Source: an optimization exercise on an open RTL-to-GDS flow (aim: small area and a short achievable clock period). Production flows keep margins and buffers that such runs may drop.
At most, simulation tests tie the RTL to the original design; equivalence was not proved.

Design bf16_mac_tree, start of the top module:
module bf16_mac_tree (
    input clk,
    input reset,
    input [15:0] in0, in1, in2, in3,
    input [15:0] in4, in5, in6, in7,
    input [15:0] in8, in9, in10, in11,
    input [15:0] in12, in13, in14, in15,
    output [15:0] out
);
export LEC_CHECK = 0
export CAP_MARGIN = 20
export CORE_MARGIN = 2
export CORE_UTILIZATION = 40
export SLEW_MARGIN = 20
create_clock -name core_clock -period 46.0 [get_ports {clk}]
standard.sh (not shown) runs the stock make flow with config.mk's settings and CLKGATE_MAP_FILE= SYNTH_SCRIPT=/design/flow/synth_recipe.tcl, a recipe that flattens the netlist after the stock synthesis.
==> flow/flow/run.sh <==
#!/bin/bash
# Own layout flow: the standard flow with these changes.
#  - Synthesis keeps the module hierarchy until the final flatten (SYNTH_HIERARCHICAL=1).
#  - Full-adder cells (no half adders) are extracted only in multiplier_bf16, whose logic
#    is not run through Yosys's "abc -fast" before extraction; the other modules are.
#  - ABC maps each module with the script flow/area.abc (delay target plus buffering
#    and down-sizing) instead of ORFS's script.
#  - Port buffers are sky130_fd_sc_hd__buf_1.
# Each step's full output goes to its own log in this folder.
set -euo pipefail
W=$(pwd)
F=$W/flow
head -1 $W/synth_recipe.tcl | grep -q '^proc synth {args} { yosys synth -nofsm -noshare {\*}$args }$'
cat > $W/my_synth.tcl <<EOT
proc abc {args} {
  set i [lsearch -exact \$args -script]
  if {\$i >= 0} { set args [lreplace \$args [expr {\$i+1}] [expr {\$i+1}] $F/area.abc] }
  yosys abc {*}\$args
}
proc extract_fa {args} { yosys extract_fa -fa multiplier_bf16 }
proc synth {args} {
  if {[lsearch -exact \$args fine:] >= 0} {
    yosys synth -nofsm -noshare -noabc {*}\$args
    yosys abc -fast adder_bf16 bf16_mac_tree
    yosys opt -fast
  } else {
    yosys synth -nofsm -noshare {*}\$args
  }
}
EOT
tail -n +2 $W/synth_recipe.tcl >> $W/my_synth.tcl
bash standard.sh SYNTH_SCRIPT=$W/my_synth.tcl SYNTH_HIERARCHICAL=1 synth > $W/synth.log 2>&1
bash standard.sh "BUFFER_PORTS_ARGS=-buffer_cell sky130_fd_sc_hd__buf_1" > $W/layout.log 2>&1
==> flow/flow/area.abc <==
strash
dc2
dch
map -D 7000
topo
buffer -N 6
dnsize -c
Rerun with:
==> flow/flow/run.sh (replaced) <==
#!/bin/bash
# Own layout flow: the standard flow with three changes.
#  - Synthesis keeps the module hierarchy until the final flatten (SYNTH_HIERARCHICAL=1),
#    maps with the ABC script flow/area.abc, and extracts full-adder
#    cells only inside multiplier_bf16 (no half adders, no adder cells elsewhere).
#  - Port buffers are sky130_fd_sc_hd__buf_1.
# Each step's full output goes to its own log in this folder.
set -euo pipefail
W=$(pwd)
F=$W/flow
cat > $W/my_synth.tcl <<EOT
proc abc {args} {
  set i [lsearch -exact \$args -script]
  if {\$i >= 0} { set args [lreplace \$args [expr {\$i+1}] [expr {\$i+1}] $F/area.abc] }
  yosys abc {*}\$args
}
proc extract_fa {args} { yosys extract_fa -fa multiplier_bf16 }
source $W/synth_recipe.tcl
EOT
bash standard.sh SYNTH_SCRIPT=$W/my_synth.tcl SYNTH_HIERARCHICAL=1 synth > $W/synth.log 2>&1
bash standard.sh "BUFFER_PORTS_ARGS=-buffer_cell sky130_fd_sc_hd__buf_1" > $W/layout.log 2>&1
==> flow/flow/area.abc (replaced) <==
strash
dc2
dch
map -D 7000
topo
buffer -c
dnsize -c
=>
- synthesized area goes up by 2.8%
- global-route usage stays flat
Rerun with:
==> flow/flow/run.sh (replaced) <==
#!/bin/bash
# Own layout flow: the standard flow with these changes.
#  - Synthesis keeps the module hierarchy until the final flatten (SYNTH_HIERARCHICAL=1).
#  - Full-adder cells (no half adders) are extracted only in multiplier_bf16, whose logic
#    is not run through Yosys's "abc -fast" before extraction; the other modules are.
#  - ABC maps each module with the script flow/area.abc (delay target plus buffering
#    and down-sizing) instead of ORFS's script.
#  - Port buffers are sky130_fd_sc_hd__buf_1.
# Each step's full output goes to its own log in this folder.
set -euo pipefail
W=$(pwd)
F=$W/flow
head -1 $W/synth_recipe.tcl | grep -q '^proc synth {args} { yosys synth -nofsm -noshare {\*}$args }$'
cat > $W/my_synth.tcl <<EOT
proc abc {args} {
  set i [lsearch -exact \$args -script]
  if {\$i >= 0} { set args [lreplace \$args [expr {\$i+1}] [expr {\$i+1}] $F/area.abc] }
  yosys abc {*}\$args
}
proc extract_fa {args} { yosys extract_fa -fa multiplier_bf16 }
proc synth {args} {
  if {[lsearch -exact \$args fine:] >= 0} {
    yosys synth -nofsm -noshare -noabc {*}\$args
    yosys abc -fast adder_bf16 bf16_mac_tree
    yosys opt -fast
  } else {
    yosys synth -nofsm -noshare {*}\$args
  }
}
EOT
tail -n +2 $W/synth_recipe.tcl >> $W/my_synth.tcl
bash standard.sh SYNTH_SCRIPT=$W/my_synth.tcl SYNTH_HIERARCHICAL=1 synth > $W/synth.log 2>&1
bash standard.sh "BUFFER_PORTS_ARGS=-buffer_cell sky130_fd_sc_hd__buf_1" > $W/layout.log 2>&1
Effect:
- worst setup slack gets worse by 0.33 ns
- fmax falls by 1.7%

* * *

bf16_mac_tree, a different RTL version from the one above (not shown whole).
Size: about 5700 cells after synthesis, roughly 270 I/O pins.
export LEC_CHECK = 0
export CAP_MARGIN = 20
export CORE_MARGIN = 2
export CORE_UTILIZATION = 40
export SLEW_MARGIN = 20
create_clock -name core_clock -period 46.0 [get_ports {clk}]
==> flow/flow/run.sh <==
#!/bin/bash
# Own layout flow: the standard flow with these changes.
#  - Synthesis keeps the module hierarchy until the final flatten (SYNTH_HIERARCHICAL=1).
#  - Full-adder cells (no half adders) are extracted only in multiplier_bf16, whose logic
#    is not run through Yosys's "abc -fast" before extraction; the other modules are.
#  - ABC maps with flow/area.abc (a delay target plus buffering and down-sizing)
#    instead of ORFS's script, except the adders of tree levels 2 and 3
#    (adder_bf16 with LEVEL=2 or 3), which it maps with flow/level2.abc and
#    flow/level3.abc, scripts that trade some area for speed.
#  - Port buffers are sky130_fd_sc_hd__buf_1.
# Each step's full output goes to its own log in this folder.
set -euo pipefail
W=$(pwd)
F=$W/flow
head -1 $W/synth_recipe.tcl | grep -q '^proc synth {args} { yosys synth -nofsm -noshare {\*}$args }$'
cat > $W/my_synth.tcl <<EOT
proc abc {args} {
  set i [lsearch -exact \$args -script]
  set base [lreplace \$args \$i [expr {\$i+1}]]
  yosys abc {*}\$base -script $F/level3.abc {\$paramod*adder_bf16*LEVEL=*11}
  yosys abc {*}\$base -script $F/level2.abc {\$paramod*adder_bf16*LEVEL=*10}
  yosys abc {*}\$base -script $F/area.abc {\$paramod*adder_bf16*LEVEL=*01} multiplier_bf16 bf16_mac_tree
}
proc extract_fa {args} { yosys extract_fa -fa multiplier_bf16 }
proc synth {args} {
  if {[lsearch -exact \$args fine:] >= 0} {
    yosys synth -nofsm -noshare -noabc {*}\$args
    yosys abc -fast {\$paramod*adder_bf16*} bf16_mac_tree
    yosys opt -fast
  } else {
    yosys synth -nofsm -noshare {*}\$args
  }
}
EOT
tail -n +2 $W/synth_recipe.tcl >> $W/my_synth.tcl
bash standard.sh SYNTH_SCRIPT=$W/my_synth.tcl SYNTH_HIERARCHICAL=1 synth > $W/synth.log 2>&1
bash standard.sh "BUFFER_PORTS_ARGS=-buffer_cell sky130_fd_sc_hd__buf_1" > $W/layout.log 2>&1
==> flow/flow/area.abc <==
strash
dc2
dch
map -D 7000
topo
buffer -c
dnsize -c
==> flow/flow/level2.abc <==
strash
dc2
dch
map -D 7000
topo
buffer -c
dnsize -c
==> flow/flow/level3.abc <==
strash
dc2
dch
map
topo
buffer -c
upsize -c
dnsize -c
Next try:
==> flow/flow/level2.abc (replaced) <==
strash
dc2
dch
map -D 5000
topo
buffer -c
upsize -c
dnsize -c
==> flow/flow/level3.abc (replaced) <==
strash
dc2
dch
map -D 4000
topo
buffer -c
upsize -c
dnsize -c
Synthesized area barely changes.
Routed wire length fell by 2.3%.
Cell count fell by 1.2%.
Global-route usage falls by 0.56 points.
Non-clock buffer count shrinks by 3.
Critical path depth rises by 5.
Worst setup slack is worse by 0.29 ns.
First-iteration DRC count shrinks by 9.5%.
Via count came out lower by 2.1%.
Next try:
==> flow/flow/level3.abc (replaced) <==
strash
dc2
dch
map
topo
buffer -c
upsize -c
dnsize -c
Effect:
- The changed run completed without violations
- design area went up by 1.2%
- global-route usage went up by 0.21 points
- core utilization is about the same
- count of clock-buffer cells in the layout went down by 1
- die area went up by 1.1%
- wire length went up by 1.7%
No run of this note included a check of the RTL's function; only the layout flow was run.

[afterwards: timing with drivers on the ports]
Ports are ideal in the flow. The routed layouts listed here were re-timed in OpenROAD. Step 1 (the two cells are an assumption about what drives the block):
set clk [get_ports {clk}]
set_driving_cell -lib_cell sky130_fd_sc_hd__clkbuf_16 $clk
set_driving_cell -lib_cell sky130_fd_sc_hd__buf_2 [delete_from_list [all_inputs] $clk]
Step 2 times the ports against the registers' clock, not the clock port: input delays grow and output delays shrink by t, the midpoint of the rising clock arrivals with the driver on. a / b / c = ideal / step 1 / step 2; a / b = the first two.
run | t (ns) | setup WS [ns] | worst setup path after step 2 | worst slew at a driven data input, ns
the first run of note 1 | 0.536 | 26.531 / 26.468 / 26.382 | input to register | 0.11
the second run of note 1 | 0.563 | 26.959 / 26.893 / 27.456 | register to output | 0.07
the third run of note 1 | 0.540 | 26.625 / 26.562 / 26.462 | input to register | 0.15
the first run of note 2 | 0.534 | 30.033 / 29.969 / 29.681 | input to register | 0.06
the second run of note 2 | 0.551 | 29.743 / 29.677 / 29.741 | input to register | 0.04
the third run of note 2 | 0.547 | 30.019 / 29.957 / 29.736 | input to register | 0.04
After both steps setup and hold are still met in every run listed. The setup slack of the first run of note 2, which loses most, moves by -0.064 ns with the drivers and by -0.352 ns with both steps.
